From an optimization exercise on the open Yosys and OpenROAD flow, aimed at small area and a short achievable clock period; shortcuts taken in it are not production practice. Only simulation tests tie the RTL to the original design; equivalence was not proved. Power figures rest on the tool's default switching activity, not on a simulated workload.

==> flow/design.v <==
module addr_add
  (
   input  logic [127:0] ay,     
   input  logic [31:0]  b,
   output logic [31:0]  s
   );
   logic [31:0] a, g0, p0;
   always_comb for (integer i = 0; i < 32; i = i + 1) a[i] = |ay[4*i +: 4];
   assign g0 = a & b;
   assign p0 = a ^ b;
   logic [31:0] g [0:5];
   logic [31:0] p [0:5];
   assign g[0] = g0;
   assign p[0] = p0;
   for (genvar k = 0; k < 5; k = k + 1) begin : g_lvl
      for (genvar i = 0; i < 32; i = i + 1) begin : g_bit
         if (i >= (1 << k)) begin : g_dot
            ks_dot d (.gh(g[k][i]), .ph(p[k][i]), .gl(g[k][i - (1 << k)]), .pl(p[k][i - (1 << k)]),
                      .go(g[k+1][i]), .po(p[k+1][i]));
         end
         else begin : g_pass
            assign g[k+1][i] = g[k][i];
            assign p[k+1][i] = p[k][i];
         end
      end
   end
   assign s = p0 ^ {g[5][30:0], 1'b0};
endmodule
module ks_dot
  (
   input  logic gh, ph, gl, pl,
   output logic go, po
   );
   assign go = gh | (ph & gl);
   assign po = ph & pl;
endmodule
module rf_readbit
  (
   input  logic [31:1] d,
   input  logic [31:1] s,
   output logic [3:0]  y        
   );
   logic [15:0] n;
   always_comb begin
      n[0] = ~(d[1] & s[1]);
      for (integer k = 1; k < 16; k = k + 1) n[k] = ~((d[2*k] & s[2*k]) | (d[2*k+1] & s[2*k+1]));
      for (integer j = 0; j < 4; j = j + 1) y[j] = ~&n[4*j +: 4];
   end
endmodule
module rf_read
  (
   input  logic [1023:32] q,
   input  logic [31:1]    sel,
   output logic [127:0]   ry      
   );
   for (genvar b = 0; b < 32; b = b + 1) begin : g_bit
      logic [31:1] d;
      for (genvar i = 1; i < 32; i = i + 1) begin : g_d
         assign d[i] = q[32*i + b];
      end
      rf_readbit rb (.d(d), .s(sel), .y(ry[4*b +: 4]));
   end
endmodule
module core
  (
   input clk, rst,
   output [31:0] imem_addr,
   input [31:0] imem_rdata,
   output [31:0] dmem_addr,
   output [31:0] dmem_wdata,
   output dmem_we,
   input [31:0] dmem_rdata,
   output logic [31:0] io_o,
   output [31:0] test
   );
   logic [31:0] pc;
   logic [31:0] instr;
   assign instr = imem_rdata;
   assign imem_addr = pc;
   logic [6:0] op;
   logic [2:0] f3;
   logic [4:0] ra1, ra2, wa;
   assign op = instr[6:0];
   assign f3 = instr[14:12];
   assign ra1 = instr[19:15];
   assign ra2 = instr[24:20];
   assign wa  = instr[11:7];
   logic is_load, is_store, is_r, is_i, is_br, is_jal, is_jalr, is_lui, is_auipc;
   assign is_load  = op == 7'b0000011;
   assign is_store = op == 7'b0100011;
   assign is_r     = op == 7'b0110011;
   assign is_i     = op == 7'b0010011;
   assign is_br    = op == 7'b1100011;
   assign is_jal   = op == 7'b1101111;
   assign is_jalr  = op == 7'b1100111;
   assign is_lui   = op == 7'b0110111;
   assign is_auipc = op == 7'b0010111;
   logic [31:0] immI, immS, immB, immJ, immU, immA, immP;
   assign immI = {{20{instr[31]}}, instr[31:20]};
   assign immS = {{20{instr[31]}}, instr[31:25], instr[11:7]};
   assign immB = {{20{instr[31]}}, instr[7], instr[30:25], instr[11:8], 1'b0};
   assign immJ = {{12{instr[31]}}, instr[19:12], instr[20], instr[30:21], 1'b0};
   assign immU = {instr[31:12], 12'b0};
   assign immA = is_store ? immS : immI;
   assign immP = is_jal ? immJ : (is_br ? immB : immU);
   logic [31:0] regs [1:31];
   logic [31:0] r14;
   logic [31:0] valid;
   logic        we;
   logic [31:0] wd;
   always_ff @(posedge clk) begin
      if (we) begin
         for (integer i = 1; i < 32; i = i + 1)
           if (i != 14 && wa == i[4:0]) regs[i] <= wd;
      end
   end
   always_ff @(posedge clk, posedge rst) begin
      if (rst) r14 <= 32'b0;
      else if (we && wa == 5'd14) r14 <= wd;
   end
   always_ff @(posedge clk, posedge rst) begin
      if (rst) valid <= 32'b0;
      else if (we) begin
         for (integer i = 1; i < 32; i = i + 1)
           if (i != 14 && wa == i[4:0]) valid[i] <= 1'b1;
      end
   end
   assign test = r14;
   logic [1023:0] q;
   logic [31:0]   qvalid;
   always_comb begin
      q = '0;
      qvalid = valid;
      qvalid[0] = 1'b0;
      qvalid[14] = 1'b1;
      for (integer i = 1; i < 32; i = i + 1)
        q[32*i +: 32] = (i == 14) ? r14 : regs[i];
   end
   logic [31:0] rd1, rd2;
   logic [31:1] sel1, sel2;
   always_comb begin
      for (integer i = 1; i < 32; i = i + 1) begin
         sel1[i] = ra1 == i[4:0] && qvalid[i];
         sel2[i] = ra2 == i[4:0] && qvalid[i];
      end
   end
   logic [127:0] ry1, ry2;
   rf_read rp1 (.q(q[1023:32]), .sel(sel1), .ry(ry1));
   rf_read rp2 (.q(q[1023:32]), .sel(sel2), .ry(ry2));
   always_comb begin
      for (integer b = 0; b < 32; b = b + 1) begin
         rd1[b] = |ry1[4*b +: 4];
         rd2[b] = |ry2[4*b +: 4];
      end
   end
   logic sub;
   assign sub = is_br | ((is_r | is_i) & ((f3 == 3'b000 & is_r & instr[30]) | f3 == 3'b010 | f3 == 3'b011));
   logic [31:0] opb, sum, addr;
   logic [32:0] t;
   assign opb = (is_r | is_br) ? rd2 : immI;
   assign t   = {1'b0, rd1} + {1'b0, opb ^ {32{sub}}} + {32'b0, sub};
   assign sum = t[31:0];
   logic lt, ltu, eq;
   assign ltu = ~t[32];
   assign lt  = (rd1[31] ^ opb[31]) ? rd1[31] : t[31];
   assign eq  = ~|t[31:0];
   addr_add aa(.ay(ry1), .b(immA), .s(addr));
   logic [31:0] shx, shr, sh;
   logic        left, fill;
   assign left = ~f3[2];
   assign fill = instr[30] & ~left & rd1[31];
   always_comb for (integer i = 0; i < 32; i = i + 1) shx[i] = left ? rd1[31-i] : rd1[i];
   assign shr = $signed({fill, shx}) >>> opb[4:0];
   always_comb for (integer i = 0; i < 32; i = i + 1) sh[i] = left ? shr[31-i] : shr[i];
   logic [31:0] wdata;
   assign wdata = (f3 == 3'b000) ? {24'b0, rd2[7:0]} :
                  (f3 == 3'b001) ? {16'b0, rd2[15:0]} : rd2;
   assign dmem_addr  = addr;
   assign dmem_wdata = wdata;
   assign dmem_we    = is_store & addr[31];
   always_ff @(posedge clk or posedge rst) begin
      if (rst) io_o <= 32'b0;
      else if (is_store & ~addr[31]) io_o <= wdata;
   end
   logic [31:0] pc4, pct;
   assign pc4 = pc + 32'd4;
   assign pct = pc + immP;
   logic taken;
   always_comb begin
      case (f3)
        3'b000: taken = eq;
        3'b001: taken = ~eq;
        3'b100: taken = lt;
        3'b101: taken = ~lt;
        3'b110: taken = ltu;
        3'b111: taken = ~ltu;
        default: taken = 1'b1;
      endcase
   end
   always_ff @(posedge clk or posedge rst) begin
      if (rst) pc <= 32'b0;
      else if (is_jalr) pc <= {addr[31:1], 1'b0};
      else if (is_jal | (is_br & taken)) pc <= pct;
      else pc <= pc4;
   end
   logic [31:0] alu_res, ld;
   always_comb begin
      case (f3)
        3'b000: alu_res = sum;
        3'b001: alu_res = sh;
        3'b010: alu_res = {31'b0, lt};
        3'b011: alu_res = {31'b0, ltu};
        3'b100: alu_res = rd1 ^ opb;
        3'b101: alu_res = sh;
        3'b110: alu_res = rd1 | opb;
        default: alu_res = rd1 & opb;
      endcase
   end
   always_comb begin
      if (~addr[31]) ld = io_o;
      else case (f3)
        3'b000: ld = {{24{dmem_rdata[7]}}, dmem_rdata[7:0]};
        3'b001: ld = {{16{dmem_rdata[15]}}, dmem_rdata[15:0]};
        3'b100: ld = {24'b0, dmem_rdata[7:0]};
        3'b101: ld = {16'b0, dmem_rdata[15:0]};
        default: ld = dmem_rdata;
      endcase
   end
   assign we = is_load | is_r | is_i | is_jal | is_jalr | is_lui | is_auipc;
   assign wd = is_load ? ld :
               (is_jal | is_jalr) ? pc4 :
               is_lui ? immU :
               is_auipc ? pct : alu_res;
endmodule
clock: 16.0 ns
lec_check: 0
cap_margin: 20
core_margin: 2
core_utilization: 40
cts_cluster_diameter: 100
cts_cluster_size: 20
setup_slack_margin: 5
slew_margin: 20
synth_hierarchical: 1
tns_end_percent: 10
standard.sh (not shown) runs the stock make flow with config.mk's settings and CLKGATE_MAP_FILE= SYNTH_SCRIPT=/design/flow/synth_recipe.tcl, a recipe that flattens the netlist after the stock synthesis.
==> flow/flow/run.sh <==
#!/bin/bash
# The standard layout, with buf_2 cells (instead of the default clkdlybuf4s50_1) as the
# buffers that buffer_ports puts on every input and output port. ORFS's own logs are in
# orfs/logs; make's output is in flow_make.log.
set -euo pipefail
bash standard.sh "BUFFER_PORTS_ARGS=-buffer_cell sky130_fd_sc_hd__buf_2" finish > flow_make.log 2>&1
Edit:
--- a/flow/design.v
+++ b/flow/design.v
@@ -3,37 +3,11 @@
    input  logic [127:0] ay,     
    input  logic [31:0]  b,
    output logic [31:0]  s
    );
-   logic [31:0] a, g0, p0;
+   logic [31:0] a;
    always_comb for (integer i = 0; i < 32; i = i + 1) a[i] = |ay[4*i +: 4];
-   assign g0 = a & b;
-   assign p0 = a ^ b;
-   logic [31:0] g [0:5];
-   logic [31:0] p [0:5];
-   assign g[0] = g0;
-   assign p[0] = p0;
-   for (genvar k = 0; k < 5; k = k + 1) begin : g_lvl
-      for (genvar i = 0; i < 32; i = i + 1) begin : g_bit
-         if (i >= (1 << k)) begin : g_dot
-            ks_dot d (.gh(g[k][i]), .ph(p[k][i]), .gl(g[k][i - (1 << k)]), .pl(p[k][i - (1 << k)]),
-                      .go(g[k+1][i]), .po(p[k+1][i]));
-         end
-         else begin : g_pass
-            assign g[k+1][i] = g[k][i];
-            assign p[k+1][i] = p[k][i];
-         end
-      end
-   end
-   assign s = p0 ^ {g[5][30:0], 1'b0};
-endmodule
-module ks_dot
-  (
-   input  logic gh, ph, gl, pl,
-   output logic go, po
-   );
-   assign go = gh | (ph & gl);
-   assign po = ph & pl;
+   assign s = a + b;
 endmodule
 module rf_readbit
   (
    input  logic [31:1] d,
Routed wire length falls by 4.5%; area after synthesis falls by 1.0%; non-clock buffer count rises by 44; cell area falls by 0.38%; fmax hardly moves; synthesized cell count falls by 2.1%; utilization stays flat; setup slack is worse by 0.0048 ns; sequential share of layout area rises by 0.19 points; clock power falls by about 6%; die area falls by 1.0%.

static timing again, ports no longer ideal:
The results above use ideal ports. As a check the final layouts listed here were re-extracted and re-timed, cells and wires unchanged.
Step 1, drivers: a clkbuf_16 drives clk and a buf_2 each remaining input, both assumed.
Step 2 times the ports against the registers' clock, not the clock port: input delays grow and output delays shrink by t, the midpoint of the rising clock arrivals with the driver on.
a / b / c = ideal / step 1 / step 2; a / b = the first two.
| run | t (ns) | setup slack, ns | latest minus earliest clock arrival (ns) | pins driven straight from the clock port |
|---|---|---|---|---|
| the first run | 0.793 | 4.820 / 4.794 / 4.138 | 0.035 / 0.034 | 1 |
| the second run | 0.783 | 4.816 / 4.865 / 4.082 | 0.037 / 0.038 | 1 |
After both steps every run listed still meets setup and hold. For the second run, which loses most, drivers alone change the setup slack by +0.049 ns; drivers and shift together by -0.734 ns.
